This design comes from an exercise in tuning for small area and a short achievable clock period on the open sky130 flow, not from production work. Where RTL was checked, it was by simulation tests only, not by an equivalence proof against the original.

## cubic_fixed
module cubic_fixed #(
    parameter int WID     = 16,    
    parameter int FBITS   = 8      
)(
    input  logic                        clk,
    input  logic                        rst,
    input  logic signed [WID-1:0]       x,
    input  logic signed [WID-1:0]       a0,
    input  logic signed [WID-1:0]       a1,
    input  logic signed [WID-1:0]       a2,
    output logic signed [WID-1:0]       y
);
Size in the first run: about 3100 cells after synthesis, ~120 flip-flops, ~82 I/O pins, roughly 0.024 mm^2 of cells after synthesis.
clock: 15.0 ns
lec_check: 0
abc_area: 1
cap_margin: 20
core_margin: 2
core_utilization: 40
slew_margin: 20
synth_hierarchical: 1
standard.sh (not shown) runs the stock make flow with config.mk's settings and CLKGATE_MAP_FILE= SYNTH_SCRIPT=/design/flow/synth_recipe.tcl, a recipe that flattens the netlist after the stock synthesis.
==> flow/flow/run.sh <==
#!/bin/bash
# Standard ORFS layout (the standard.sh) with two changes:
#  - port buffers use buf_1 instead of the default delay-buffer cell;
#  - timing repair (after floorplan, CTS and global routing) aims for
#    8.5 ns of setup slack at the 15 ns clock, so the resizer sizes the
#    critical paths.  The SDC (clock period, I/O delays, load) is unchanged.
# Each ORFS step writes its own log under orfs/logs/; make's output goes to
# standard.log.
set -euo pipefail
export BUFFER_PORTS_ARGS="-buffer_cell sky130_fd_sc_hd__buf_1"
export SETUP_SLACK_MARGIN=8.5
bash standard.sh > standard.log 2>&1
Next try:
--- a/flow/design.v
+++ b/flow/design.v
@@ -136,23 +136,23 @@
         a1_s0    <= a1;
         a2_s0    <= a2;
         rst_s0   <= rst;
     end
     wire [3:0] xneg_hi;
     assign xneg_hi[0] = x[9]  & ~(x[8]  & x[7]);
     assign xneg_hi[1] = x[11] & ~(x[10] & x[9]);
     assign xneg_hi[2] = x[13] & ~(x[12] & x[11]);
     assign xneg_hi[3] = x[15] & ~(x[14] & x[13]);
     logic signed [16:0] a0n_s0;
     always_ff @(posedge clk)
-        a0n_s0 <= a0 + $signed({1'b0, xneg_hi[3], 1'b0, xneg_hi[2], 1'b0, xneg_hi[1], 1'b0, xneg_hi[0]});
+        a0n_s0 <= {a0[15], a0} + {10'd0, xneg_hi[3], 1'b0, xneg_hi[2], 1'b0, xneg_hi[1], 1'b0, xneg_hi[0]};
     logic [14:0] x2;
     logic [14:0] x2_s0;
     always_ff @(posedge clk)
         x2_s0 <= x2sat_in ? 15'h7fff : sq_in[22:8];
     assign x2 = x2_s0;
     wire bx_one0, bx_two0, bx_neg0;
     wire bx_one1, bx_two1, bx_neg1;
     wire bx_one2, bx_two2, bx_neg2;
     wire bx_one3, bx_two3, bx_neg3;
     wire bx_one4, bx_two4, bx_neg4;
     wire bx_one5, bx_two5, bx_neg5;
The changed run finished clean.
Clock-buffer cell count is unchanged.
Global-route usage stays the same.
Routed wire length stays the same.
Core utilization stays the same.
Cell count stays the same.
Only the layout flow was run in the first run of this note; the RTL was not checked for function there.

========
Another version of the RTL of cubic_fixed (not shown whole).
Size in the first run: ~3200 cells after synthesis, ~130 flip-flops, about 82 I/O pins, ~25000 um2 of cells after synthesis.
export LEC_CHECK = 0
export ABC_AREA = 1
export CAP_MARGIN = 20
export CORE_MARGIN = 2
export CORE_UTILIZATION = 40
export CTS_BUF_LIST = sky130_fd_sc_hd__clkbuf_4 sky130_fd_sc_hd__clkbuf_8
export SLEW_MARGIN = 20
export SYNTH_HIERARCHICAL = 1
create_clock -name core_clock -period 15.0 [get_ports {clk}]
==> flow/flow/run.sh <==
#!/bin/bash
# Standard ORFS layout (the standard.sh) with two changes:
#  - port buffers use buf_1 instead of the default delay-buffer cell;
#  - timing repair (after floorplan, CTS and global routing) aims for
#    9 ns of setup slack at the 15 ns clock, so the resizer sizes the
#    critical paths.  The SDC (clock period, I/O delays, load) is unchanged.
# Each ORFS step writes its own log under orfs/logs/; make's output goes to
# standard.log.
set -euo pipefail
export BUFFER_PORTS_ARGS="-buffer_cell sky130_fd_sc_hd__buf_1"
export SETUP_SLACK_MARGIN=9
bash standard.sh > standard.log 2>&1
==> next run, changes <==
--- a/flow/design.v
+++ b/flow/design.v
@@ -6,18 +6,16 @@
     input  logic                        clk,
     input  logic                        rst,
     input  logic signed [WID-1:0]       x,
     input  logic signed [WID-1:0]       a0,
     input  logic signed [WID-1:0]       a1,
     input  logic signed [WID-1:0]       a2,
     output logic signed [WID-1:0]       y
 );
-    wire        s_in = x[15];
-    wire [11:0] u = x[11:0] ^ {12{s_in}};
     wire        x2sat_in = (x >= 16'sd2897) || (x <= -16'sd2897);
     wire        x3sat_in = (x >= 16'sd1291) || (x <= -16'sd1291);
     wire sq_s0, sq_c0;
     wire sq_s1, sq_c1;
     wire sq_s2, sq_c2;
     wire sq_s3, sq_c3;
     wire sq_s4, sq_c4;
     wire sq_s5, sq_c5;
=> The new run finished with timing, DRC and antenna clean; count of clock-buffer cells in the layout does not change; worst setup slack gets better by 0.012 ns; final area hardly moves; utilization stays flat; routed wire length goes up by 1.5%; maximum frequency barely changes.

==> what the ideal ports hide <==
Ports are ideal in the flow. The routed layouts listed here were re-timed in OpenROAD. Step 1 (the two cells are an assumption about what drives the block):
set clk [get_ports {clk}]
set_driving_cell -lib_cell sky130_fd_sc_hd__clkbuf_16 $clk
set_driving_cell -lib_cell sky130_fd_sc_hd__buf_2 [delete_from_list [all_inputs] $clk]
Step 2, shift: input delay + t, output delay - t, t = (earliest + latest rising clock arrival at the registers) / 2. This alone moves slack from input paths to output paths. Slacks: ideal / step 1 / step 2; pairs: ideal / step 1.
run | t (ns) | setup slack, ns | worst setup path after step 2 | worst register clock-pin slew, ns | cell pins on the clock port's net
the first run of note 1 | 0.526 | 8.808 / 8.838 / 8.318 | input to register | 0.07 / 0.07 | 1
the second run of note 1 | 0.526 | 8.808 / 8.838 / 8.318 | input to register | 0.07 / 0.07 | 1
the first run of note 2 | 0.587 | 9.153 / 9.173 / 8.604 | input to register | 0.11 / 0.11 | 1
the second run of note 2 | 0.616 | 9.165 / 9.205 / 8.589 | input to register | 0.12 / 0.12 | 1
After both steps every run listed still meets setup and hold. For the second run of note 2, which loses most, drivers alone change the setup slack by +0.040 ns; drivers and shift together by -0.576 ns.
